Background: an optimization exercise with open tools, aiming at small area and a short achievable clock period. Do not read the settings as production practice.
Where RTL was checked, it was by simulation tests only, not by an equivalence proof against the original.

## top_fft
module top_fft(
    input clk,
    input reset_p,
    input [23:0] fft_input,
    output reg [23:0] fft_output
);
==> module bf_prefix, before the edit <==
module bf_prefix(
    input  [12:0] g,
    input  [12:0] p,
    input  cin,
    output [12:0] c
);
    wire [12:0] g0 = {g[12:1], g[0] | (p[0] & cin)};
    wire [12:0] gl [0:4];
    wire [12:0] pl [0:4];
    assign gl[0] = g0;
    assign pl[0] = p;
    genvar l, i;
    generate for (l = 0; l < 4; l = l + 1) begin : lv
        for (i = 0; i < 13; i = i + 1) begin : b
            if ((i >> l) & 1) begin
                localparam integer j = ((i >> l) << l) - 1;
                assign gl[l+1][i] = gl[l][i] | (pl[l][i] & gl[l][j]);
                assign pl[l+1][i] = pl[l][i] & pl[l][j];
            end else begin
                assign gl[l+1][i] = gl[l][i];
                assign pl[l+1][i] = pl[l][i];
            end
        end
    end endgenerate
    assign c = {gl[4][11:0], cin};
endmodule
make LEC_CHECK=0 CAP_MARGIN=20 CORE_MARGIN=2 CORE_UTILIZATION=40 CTS_CLUSTER_DIAMETER=100 CTS_CLUSTER_SIZE=30 SETUP_SLACK_MARGIN=4.2 SLEW_MARGIN=20 finish   # period 7.0 ns
run.sh (not shown) runs the stock make flow with config.mk's settings and CLKGATE_MAP_FILE= SYNTH_SCRIPT=/design/flow/synth_recipe.tcl, a recipe that flattens the netlist after the stock synthesis.
Then changed:
--- a/flow/design.v
+++ b/flow/design.v
@@ -155,26 +155,36 @@
     input  cin,
     output [12:0] c
 );
     wire [12:0] g0 = {g[12:1], g[0] | (p[0] & cin)};
-    wire [12:0] gl [0:4];
-    wire [12:0] pl [0:4];
-    assign gl[0] = g0;
-    assign pl[0] = p;
-    genvar l, i;
-    generate for (l = 0; l < 4; l = l + 1) begin : lv
-        for (i = 0; i < 13; i = i + 1) begin : b
-            if ((i >> l) & 1) begin
-                localparam integer j = ((i >> l) << l) - 1;
-                assign gl[l+1][i] = gl[l][i] | (pl[l][i] & gl[l][j]);
-                assign pl[l+1][i] = pl[l][i] & pl[l][j];
-            end else begin
-                assign gl[l+1][i] = gl[l][i];
-                assign pl[l+1][i] = pl[l][i];
-            end
+    wire [12:0] g1, p1, g2, p2, g3, p3, g4;
+    genvar i;
+    generate for (i = 0; i < 13; i = i + 1) begin : l
+        if (i >= 1) begin
+            assign g1[i] = g0[i] | (p[i] & g0[i-1]);
+            assign p1[i] = p[i] & p[i-1];
+        end else begin
+            assign g1[i] = g0[i];
+            assign p1[i] = p[i];
         end
+        if (i >= 2) begin
+            assign g2[i] = g1[i] | (p1[i] & g1[i-2]);
+            assign p2[i] = p1[i] & p1[i-2];
+        end else begin
+            assign g2[i] = g1[i];
+            assign p2[i] = p1[i];
+        end
+        if (i >= 4) begin
+            assign g3[i] = g2[i] | (p2[i] & g2[i-4]);
+            assign p3[i] = p2[i] & p2[i-4];
+        end else begin
+            assign g3[i] = g2[i];
+            assign p3[i] = p2[i];
+        end
+        if (i >= 8) assign g4[i] = g3[i] | (p3[i] & g3[i-8]);
+        else        assign g4[i] = g3[i];
     end endgenerate
-    assign c = {gl[4][11:0], cin};
+    assign c = {g4[11:0], cin};
 endmodule
 module twiddle_factor(
     input  [51:0] t,
     input  [42:0] p2,
Effect: Non-clock buffer count went down by 32. Wire length went up by 7.3%. Critical path depth went up by 2. Global-route usage went up by 0.62 points. Clock skew went up by 13 ps. Setup slack gets better by 280 ps. Count of clock-buffer cells in the layout went up by 6. First-iteration DRC count went up by 33%. Synthesized area went up by 4.0%. Flip-flop and latch count does not change. Design area went up by 2.1%. Maximum frequency went up by 10%. Via count went up by 11%.
For the first run of this note, only the layout was checked, not whether the RTL still works.

--- another note on this design; it stands on its own ---

## main
Design top_fft, start of the top module:
module top_fft(
    input clk,
    input reset_p,
    input [23:0] fft_input,
    output reg [23:0] fft_output
);
export LEC_CHECK = 0
export CAP_MARGIN = 20
export CORE_MARGIN = 2
export CORE_UTILIZATION = 60
export CTS_CLUSTER_DIAMETER = 100
export CTS_CLUSTER_SIZE = 30
export SETUP_SLACK_MARGIN = 4.2
export SLEW_MARGIN = 20
create_clock -name core_clock -period 7.0 [get_ports {clk}]
run.sh (not shown) runs the stock make flow with config.mk's settings and CLKGATE_MAP_FILE= SYNTH_SCRIPT=/design/flow/synth_recipe.tcl, a recipe that flattens the netlist after the stock synthesis.
main completed; timing, DRC and antenna clean
[inputs] the feature branch vs main
-- flow/config.mk --
<<< main, line 9
export CORE_MARGIN = 2
export CORE_UTILIZATION = 60
export CTS_CLUSTER_DIAMETER = 100
export CTS_CLUSTER_SIZE = 30
export SETUP_SLACK_MARGIN = 4.2
>>> the feature branch, line 9
export CORE_MARGIN = 2
export CORE_UTILIZATION = 40
export SETUP_SLACK_MARGIN = 4.2
Findings:
Looking at worst setup path endpoint, the s1_d6[49]$_DFF_P_ result is from the feature branch; the s2_in[9]$_DFF_P_ one comes from main.
The feature branch against main: via count now smaller; share of the clock period used by the worst path now smaller; number of clock buffers in the layout now larger; post-route standard cell area excluding fillers now larger.

the reference run:
Another version of the RTL of top_fft (not shown whole).
Size: ~3600 cells after synthesis, ~680 flip-flops, about 50 I/O pins, roughly 37000 µm² of cells after synthesis.
## top_fft
module top_fft(
    input clk,
    input reset_p,
    input [23:0] fft_input,
    output reg [23:0] fft_output
);
export LEC_CHECK = 0
export CAP_MARGIN = 20
export CORE_MARGIN = 2
export CORE_UTILIZATION = 50
export CTS_CLUSTER_DIAMETER = 100
export CTS_CLUSTER_SIZE = 30
export PLACE_DENSITY = 0.7
export SETUP_SLACK_MARGIN = 4.35
export SLEW_MARGIN = 20
create_clock -name core_clock -period 7.0 [get_ports {clk}]
Input changes introduced in the trial run (baseline for comparison: the reference run):
Settings: a change of SETUP_SLACK_MARGIN from 4.35 to 4.2.
[summary]
- The trial run finished all stages; the layout is clean.
- Relative to the reference run, the final area measured on the trial run has decreased by a few percent.
- Iteration count of the initial detailed-routing pass in the trial run is 2 above the reference run.
- Worst reg2reg path depth for the trial run: 1 down relative to the reference run
- The reference run and the trial run ended up with nearly the same setup slack.
- Changes observed in the trial run relative to the reference run: first-pass GRT wire length now sits lower; final cell count now sits lower; detailed-routed wire length on met3 now sits lower.
No functional check of the RTL was part of any run of this note.

[what the ideal ports hide]
The flow's constraints put no driver on any port. The routed layouts listed below were extracted and timed again, unchanged, in two steps. Step 1 sets driving cells, clkbuf_16 on the clock port and buf_2 on the other inputs (assumed; they add their load-dependent delay and slew). Step 2, shift: input delay + t, output delay - t, t = (earliest + latest rising clock arrival at the registers) / 2. This alone moves slack from input paths to output paths. Three values: no drivers, after step 1, after step 2; two values: the first two.
run | t (ns) | slack for setup (ns) | hold slack, ns | worst setup path at the end
the first run of note 1 | 0.697 | 3.983 / 3.983 / 3.798 | 0.326 / 0.326 / 0.326 | input to register
the second run of note 1 | 0.643 | 4.260 / 4.260 / 3.922 | 0.327 / 0.327 / 0.327 | input to register
main | 0.704 | 4.180 / 4.180 / 3.589 | 0.323 / 0.323 / 0.323 | input to register
the feature branch | 0.688 | 4.205 / 4.205 / 3.651 | 0.315 / 0.315 / 0.315 | input to register
the reference run | 0.688 | 3.946 / 3.946 / 3.766 | 0.327 / 0.327 / 0.327 | input to register
the trial run | 0.680 | 3.946 / 3.946 / 3.751 | 0.329 / 0.329 / 0.329 | input to register
After both steps setup and hold are still met in every run listed. The setup slack of main, which loses most, moves by 0.000 ns with the drivers and by -0.591 ns with both steps.
